This is an optimization exercise on Yosys and OpenROAD, whose aim is small area, not a production implementation. The RTL was checked by simulation tests, not by an equivalence proof against the original design. Power is estimated from default activity; no workload was simulated.

Design cpu_core, start of the top module:
module cpu_core(
    input clk,
    input rst,
    output [5:0] pc_out,
    input [15:0] instr_out,
    input [15:0] mem_Data_in,
    output mem_wr,
    output mem_rd,
    output [15:0] reg_Data_2,
    output [5:0] data_mem_address
    );
Size in the first run: about 1200 cells after synthesis, about 280 flip-flops, ~64 I/O pins.
clock: 11.0 ns
lec_check: 0
cap_margin: 20
core_margin: 2
core_utilization: 50
cts_cluster_diameter: 80
cts_cluster_size: 30
gpl_timing_driven: 0
place_density: 0.75
slew_margin: 20
synth_hierarchical: 1
synth_minimum_keep_size: 0
standard.sh (not shown) runs the stock make flow with config.mk's settings and CLKGATE_MAP_FILE= SYNTH_SCRIPT=/design/flow/synth_recipe.tcl, a recipe that flattens the netlist after the stock synthesis.
==> flow/flow/run.sh <==
#!/bin/bash
set -euo pipefail
export BUFFER_PORTS_ARGS="-buffer_cell sky130_fd_sc_hd__buf_1"
export RECOVER_POWER=100
export REMOVE_ABC_BUFFERS=1
export POST_GLOBAL_ROUTE_TCL="$PWD/flow/post_grt.tcl"
bash standard.sh > standard_flow.log 2>&1
==> flow/flow/post_grt.tcl <==
# Runs at the end of global routing, after power recovery: repair the slew and
# capacitance limits again, then setup and hold, and write the route guides anew.
global_route -start_incremental
repair_design_helper
detailed_placement
global_route -end_incremental
estimate_parasitics -global_routing
global_route -start_incremental
repair_timing_helper
detailed_placement
global_route -end_incremental
estimate_parasitics -global_routing
report_check_types -max_slew -max_capacitance
report_worst_slack
write_guides $::env(RESULTS_DIR)/route.guide
The starting point finished with timing, DRC and antenna clean.
Then changed:
--- a/flow/config.mk
+++ b/flow/config.mk
@@ -13,3 +13,3 @@
 export GPL_TIMING_DRIVEN = 0
-export PLACE_DENSITY = 0.75
+export PLACE_DENSITY = 0.8
 export SLEW_MARGIN = 20
=> Clock-buffer cell count climbs by 4; power climbs by 3.3%; non-clock buffer count climbs by 2; sequential power hardly moves; critical path depth is unchanged; hold slack is better by 0.0093 ns; sequential cell count does not change; setup slack is worse by 0.048 ns; utilization climbs by 0.26 points; clock skew climbs by 0.026 ns; combinational power stays flat.
Then changed:
--- a/flow/config.mk
+++ b/flow/config.mk
@@ -10,6 +10,7 @@
 export CORE_UTILIZATION = 50
-export CTS_CLUSTER_DIAMETER = 80
-export CTS_CLUSTER_SIZE = 30
+export CTS_BUF_LIST = sky130_fd_sc_hd__clkbuf_8
+export CTS_CLUSTER_DIAMETER = 60
+export CTS_CLUSTER_SIZE = 18
 export GPL_TIMING_DRIVEN = 0
-export PLACE_DENSITY = 0.8
+export SETUP_SLACK_MARGIN = 0.1
 export SLEW_MARGIN = 20
What happened: Core utilization goes up by 0.30 points; synthesized cell count stays the same; wire length is higher by 3.8%; power drops by 0.59%; clock-buffer cell count climbs by 5; clock power fell by about 3.5%; critical path depth is unchanged; area after synthesis stays the same.
Then changed:
--- a/flow/config.mk
+++ b/flow/config.mk
@@ -14,2 +14,3 @@
 export GPL_TIMING_DRIVEN = 0
+export PLACE_DENSITY = 0.75
 export SETUP_SLACK_MARGIN = 0.1
Non-clock buffer count came out lower by 2.
Register-to-register slack hardly moves.
Clock-buffer cell count falls by 2.
Clock power came out lower by a little under a tenth.
Worst setup slack improved by 0.065 ns.
Then changed:
--- a/flow/flow/run.sh
+++ b/flow/flow/run.sh
@@ -4,3 +4,2 @@
 export RECOVER_POWER=100
-export REMOVE_ABC_BUFFERS=1
 export POST_GLOBAL_ROUTE_TCL="$PWD/flow/post_grt.tcl"
--- a/flow/config.mk
+++ b/flow/config.mk
@@ -10,8 +10,5 @@
 export CORE_UTILIZATION = 50
-export CTS_BUF_LIST = sky130_fd_sc_hd__clkbuf_8
-export CTS_CLUSTER_DIAMETER = 60
-export CTS_CLUSTER_SIZE = 18
+export CTS_CLUSTER_DIAMETER = 80
+export CTS_CLUSTER_SIZE = 30
 export GPL_TIMING_DRIVEN = 0
-export PLACE_DENSITY = 0.75
-export SETUP_SLACK_MARGIN = 0.1
 export SLEW_MARGIN = 20
What happened: The new run ran to the end with no violations; final area climbs by 1.1%; combinational power rose by about 9%; routed wire length goes up by 10%.


## maple
cpu_core again, from the RTL that the note above started with.
==> flow/config.mk <==
export PLATFORM = sky130hd
export DESIGN_NAME = cpu_core
export DESIGN_NICKNAME = cpu_core
export VERILOG_FILES = /design/flow/design.v
export SDC_FILE = /design/flow/constraint.sdc
export NUM_CORES = 4
export LEC_CHECK = 0
export CAP_MARGIN = 20
export CORE_MARGIN = 2
export CORE_UTILIZATION = 50
export CTS_CLUSTER_DIAMETER = 80
export CTS_CLUSTER_SIZE = 30
export GPL_TIMING_DRIVEN = 0
export SLEW_MARGIN = 20
export SYNTH_HIERARCHICAL = 1
export SYNTH_MINIMUM_KEEP_SIZE = 0
==> flow/constraint.sdc <==
create_clock -name core_clock -period 11.0 [get_ports {clk}]
set_input_delay 2.2000 -clock core_clock [delete_from_list [all_inputs] [get_ports {clk}]]
set_output_delay 2.2000 -clock core_clock [all_outputs]
set_load 0.01 [all_outputs]
==> flow/flow/run.sh <==
#!/bin/bash
set -euo pipefail
export BUFFER_PORTS_ARGS="-buffer_cell sky130_fd_sc_hd__buf_1"
export RECOVER_POWER=100
export REMOVE_ABC_BUFFERS=1
export POST_GLOBAL_ROUTE_TCL="$PWD/flow/post_grt.tcl"
bash standard.sh > standard_flow.log 2>&1
Scripts as last shown in full above: flow/flow/post_grt.tcl
### maple -> birch
# maple
export LEC_CHECK = 0
export CAP_MARGIN = 20
export CORE_MARGIN = 2
export CORE_UTILIZATION = 50
export CTS_CLUSTER_DIAMETER = 80
export CTS_CLUSTER_SIZE = 30
export GPL_TIMING_DRIVEN = 0
export SLEW_MARGIN = 20
export SYNTH_HIERARCHICAL = 1
export SYNTH_MINIMUM_KEEP_SIZE = 0
create_clock -name core_clock -period 11.0 [get_ports {clk}]
# birch
export LEC_CHECK = 0
export CAP_MARGIN = 20
export CORE_MARGIN = 2
export CORE_UTILIZATION = 50
export CTS_CLUSTER_DIAMETER = 80
export CTS_CLUSTER_SIZE = 30
export GPL_TIMING_DRIVEN = 0
export PLACE_DENSITY = 0.75
export SLEW_MARGIN = 20
export SYNTH_HIERARCHICAL = 1
export SYNTH_MINIMUM_KEEP_SIZE = 0
create_clock -name core_clock -period 11.0 [get_ports {clk}]
maple has a higher switching power summed over all nets than birch.
From maple to birch, average instance area after synthesis did not move at all.
Internal power of the cells | birch below maple
birch: minimum period implied by the final worst setup slack is 0.091 ns lower than what maple reported.
birch vs maple: critical path depth up in birch
Looking at wire length across both flows, birch is the stronger of the two, with maple trailing.
Higher net switching fraction of the power among maple and birch: maple
met2 usage in global routing was lower in the run labelled birch.
Clock buffer count in the final layout was lower in the run labelled birch.
Sort maple and birch by worst setup slack asc -> top: maple
Note that the sum of met2 wire segment lengths after detailed routing recorded for maple amounts to 1.06 times the value seen in birch.

afterwards: timing with drivers on the ports:
How much do the figures lean on ideal ports? The routed layouts below were timed once more, with nothing changed but the port constraints. Step 1 (the two cells are an assumption about what drives the block):
set clk [get_ports {clk}]
set_driving_cell -lib_cell sky130_fd_sc_hd__clkbuf_16 $clk
set_driving_cell -lib_cell sky130_fd_sc_hd__buf_2 [delete_from_list [all_inputs] $clk]
Step 2 times the ports against the registers' clock, not the clock port: input delays grow and output delays shrink by t, the midpoint of the rising clock arrivals with the driver on. a / b / c = no drivers / after step 1 / after step 2; a / b = the first two.
run	shift t [ns]	setup slack, ns	worst hold slack (ns)
the first run of note 1	0.530	0.322 / 0.347 / -0.183	0.505 / 0.505 / 0.505
the second run of note 1	0.534	0.274 / 0.293 / -0.241	0.514 / 0.514 / 0.514
the third run of note 1	0.607	0.276 / 0.299 / -0.309	0.501 / 0.501 / 0.501
the fourth run of note 1	0.583	0.341 / 0.364 / -0.219	0.513 / 0.513 / 0.513
the fifth run of note 1	0.540	0.256 / 0.275 / -0.265	0.507 / 0.507 / 0.507
maple	0.549	0.231 / 0.256 / -0.293	0.500 / 0.500 / 0.500
birch	0.530	0.322 / 0.347 / -0.183	0.505 / 0.505 / 0.505
With both steps, setup timing fails in every run listed, where it was met with ideal ports. The setup slack of the third run of note 1, which loses most, moves by +0.023 ns with the drivers and by -0.585 ns with both steps.
